Background: an optimization exercise with open tools, aiming at small area. Do not read the settings as production practice. Function was checked by simulation only, so behaviour that the tests miss may differ from the original. The clock port is modelled as an ideal driver; clocking choices that lean on that would not hold on a real chip. Power figures rest on the tool's default switching activity, not on a simulated workload.

== 10-01 ==
// Ahbmli
module Ahbmli(input clk, input reset,
    input [31:0] io_jtag_haddr,
    input  io_jtag_hwrite,
    input [2:0] io_jtag_hsize,
    input [2:0] io_jtag_hburst,
    input [3:0] io_jtag_hprot,
    input [1:0] io_jtag_htrans,
    input  io_jtag_hmastlock,
    input [31:0] io_jtag_hwdata,
    output[31:0] io_jtag_hrdata,
    output io_jtag_hready,
    output io_jtag_hresp,
    input [31:0] io_dmem_haddr,
    input  io_dmem_hwrite,
    input [2:0] io_dmem_hsize,
    input [2:0] io_dmem_hburst,
    input [3:0] io_dmem_hprot,
    input [1:0] io_dmem_htrans,
    input  io_dmem_hmastlock,
    input [31:0] io_dmem_hwdata,
    output[31:0] io_dmem_hrdata,
    output io_dmem_hready,
    output io_dmem_hresp,
    input [31:0] io_imem_haddr,
    input  io_imem_hwrite,
    input [2:0] io_imem_hsize,
    input [2:0] io_imem_hburst,
    input [3:0] io_imem_hprot,
    input [1:0] io_imem_htrans,
    input  io_imem_hmastlock,
    input [31:0] io_imem_hwdata,
    output[31:0] io_imem_hrdata,
    output io_imem_hready,
    output io_imem_hresp,
    output[31:0] io_datamem_haddr,
    output io_datamem_hwrite,
    output[2:0] io_datamem_hsize,
    output[2:0] io_datamem_hburst,
    output[3:0] io_datamem_hprot,
    output[1:0] io_datamem_htrans,
    output io_datamem_hmastlock,
    output[31:0] io_datamem_hwdata,
    input [31:0] io_datamem_hrdata,
    output io_datamem_hsel,
    output io_datamem_hreadyin,
    input  io_datamem_hreadyout,
    input  io_datamem_hresp,
    output[31:0] io_codemem_haddr,
    output io_codemem_hwrite,
    output[2:0] io_codemem_hsize,
    output[2:0] io_codemem_hburst,
    output[3:0] io_codemem_hprot,
    output[1:0] io_codemem_htrans,
    output io_codemem_hmastlock,
    output[31:0] io_codemem_hwdata,
    input [31:0] io_codemem_hrdata,
    output io_codemem_hsel,
    output io_codemem_hreadyin,
    input  io_codemem_hreadyout,
    input  io_codemem_hresp
);
==> flow/config.mk <==
export PLATFORM = sky130hd
export DESIGN_NAME = Ahbmli
export DESIGN_NICKNAME = Ahbmli
export VERILOG_FILES = /design/flow/design.v
export SDC_FILE = /design/flow/constraint.sdc
export NUM_CORES = 4
export LEC_CHECK = 0
export CAP_MARGIN = 0
export CORE_AREA = 2 2 158 158
export DIE_AREA = 0 0 160 160
export PLACE_DENSITY = 0.6
export SLEW_MARGIN = 0
==> flow/constraint.sdc <==
create_clock -name core_clock -period 8.0 [get_ports {clk}]
set_input_delay 1.6000 -clock core_clock [delete_from_list [all_inputs] [get_ports {clk}]]
set_output_delay 1.6000 -clock core_clock [all_outputs]
set_load 0.01 [all_outputs]
standard.sh (not shown) runs the stock make flow with config.mk's settings and CLKGATE_MAP_FILE= SYNTH_SCRIPT=/design/flow/synth_recipe.tcl, a recipe that flattens the netlist after the stock synthesis.
==> flow/flow/run.sh <==
#!/bin/bash
# Layout flow: the standard synthesis, its combinational logic mapped again
# for area (flip-flops untouched), then the standard ORFS layout with
#  - the smallest buffer cell (buf_1) on the ports, pins one track apart,
#  - the constant outputs sharing one tie cell per value,
#  - a clock tree of clkbuf_8 without dummy loads, each clock buffer then
#    sized down as far as the flip-flop clock-pin slew allows.
set -euo pipefail
HERE=$(pwd)
RES=$HERE/orfs/results/$FLOW_PLATFORM/Ahbmli/base
export BUFFER_PORTS_ARGS="-buffer_cell sky130_fd_sc_hd__buf_1"
export SKIP_REPAIR_TIE_FANOUT=1
export PLACE_PINS_ARGS="-min_distance 1 -min_distance_in_tracks"
export CTS_ARGS="-sink_clustering_enable -repair_clock_nets -root_buf sky130_fd_sc_hd__clkbuf_8 -buf_list sky130_fd_sc_hd__clkbuf_8 -dont_use_dummy_load -sink_clustering_size 40 -sink_clustering_max_diameter 120"
export POST_CTS_TCL=$HERE/flow/clock_downsize.tcl

bash standard.sh synth > make_synth.log 2>&1

cp $RES/1_2_yosys.v $HERE/1_2_yosys.std.v
export RS_LIB=$FLOW_HOME/platforms/$FLOW_PLATFORM/lib/sky130_fd_sc_hd__tt_025C_1v80.lib
export RS_IN=$HERE/1_2_yosys.std.v RS_OUT=$HERE/1_2_yosys.rs.v RS_TOP=$FLOW_TOP
export RS_SCRIPT=$HERE/flow/area.abc
yosys -c $HERE/flow/resynth.tcl > resynth.log 2>&1
cp $RS_OUT $RES/1_2_yosys.v
rm -f $RES/1_synth.odb $RES/1_synth.sdc

bash standard.sh > make.log 2>&1
Other scripts of this flow, unchanged in this note and not shown: flow/flow/area.abc, flow/flow/clock_downsize.tcl, flow/flow/resynth.tcl
--- input diff 10-01..04-18 ---
--- a/flow/design.v
+++ b/flow/design.v
@@ -128,24 +128,24 @@
   wire k01 = io_datamem_hreadyout & ~g01 & ~h01 & q01;
   wire k02 = io_datamem_hreadyout & ~g02 & ~h02 & q02;
   wire k11 = io_codemem_hreadyout & ~g11 & ~h11 & q11;
   wire k12 = io_codemem_hreadyout & ~g12 & ~h12 & q12;
   assign io_datamem_hsel = q00 | q01 | h01 | q02 | h02;
   assign io_codemem_hsel = q10 | q11 | h11 | q12 | h12;
   assign io_datamem_hreadyin = io_datamem_hreadyout;
   assign io_codemem_hreadyin = io_codemem_hreadyout;
   wire [42:0] e0 = skb0 ? S0 : in0;
   wire [42:0] e1 = (skb1 | h01 | h11) ? S1 : in1;
   wire [42:0] e2 = (skb2 | h02 | h12) ? S2 : in2;
-  wire [42:0] w0 = ({43{g00}} & e0) | ({43{g01}} & e1) | ({43{g02}} & e2);
-  wire [42:0] w1 = ({43{g10}} & e0) | ({43{g11}} & e1) | ({43{g12}} & e2);
+  wire [42:0] w0 = g00 ? e0 : (g01 ? e1 : e2);
+  wire [42:0] w1 = g10 ? e0 : (g11 ? e1 : e2);
   assign io_datamem_haddr = {4'h2, w0[27:0]};
   assign io_datamem_htrans = w0[30:29];
   assign io_datamem_hwrite = w0[31];
   assign io_datamem_hsize = w0[34:32];
   assign io_datamem_hburst = w0[37:35];
   assign io_datamem_hprot = w0[41:38];
   assign io_datamem_hmastlock = w0[42];
   assign io_codemem_haddr = {4'h0, w1[27:0]};
   assign io_codemem_htrans = w1[30:29];
   assign io_codemem_hwrite = w1[31];
   assign io_codemem_hsize = w1[34:32];
==> comparison <==
- 04-18 finished every stage and its layout cleared the timing, DRC and antenna checks.
- Diff 10-01 -> 04-18: wire length went up 1.2%, non-clock buffer count increased by 0.35% relative to the old numbers, power after layout saw a decrease, number of buffers and inverters on the critical path decreased by 1 relative to the old numbers, residual DRC count did not really move.
- The minimum clock period in 04-18 sits 0.29 ns below the value recorded for 10-01.
- Changes observed in 04-18 relative to 10-01: layout-stage area growth over the synthesis result went down 0.55 points; fraction of power consumed by combinational cells lost 2.1 points; post-route worst setup slack climbed 0.29 ns; sequential power share +0.3 points; highest fanout seen on the critical path rose 8.
- 04-18 reports its end of the critical path as io_datamem_hburst[2] while 10-01 reports io_datamem_haddr[21].

[afterwards: timing with drivers on the ports]
No port has a modelled driver above. Below, the same layouts with a new extraction and two added sets of constraints. Step 1 assumes that a clkbuf_16 drives the clock port and a buf_2 every other input. Step 2 adds t to the input delays and takes it off the output delays; t is the mean of the earliest and latest rising clock arrival at the registers after step 1. Input paths then give back, and output paths get back, about the clock's delay inside the block. Three values: ideal, step 1, step 2; two values: the first two.
run | t (ns) | slack for setup (ns) | slew at the worst register clock pin (ns)
10-01 | 0.542 | 1.670 / 1.643 / 1.643 | 0.11 / 0.11
04-18 | 0.569 | 1.958 / 1.934 / 1.934 | 0.11 / 0.11
After both steps every run listed still meets setup and hold. The setup slack of 10-01, which loses most, moves by -0.027 ns with the drivers and by -0.027 ns with both steps.
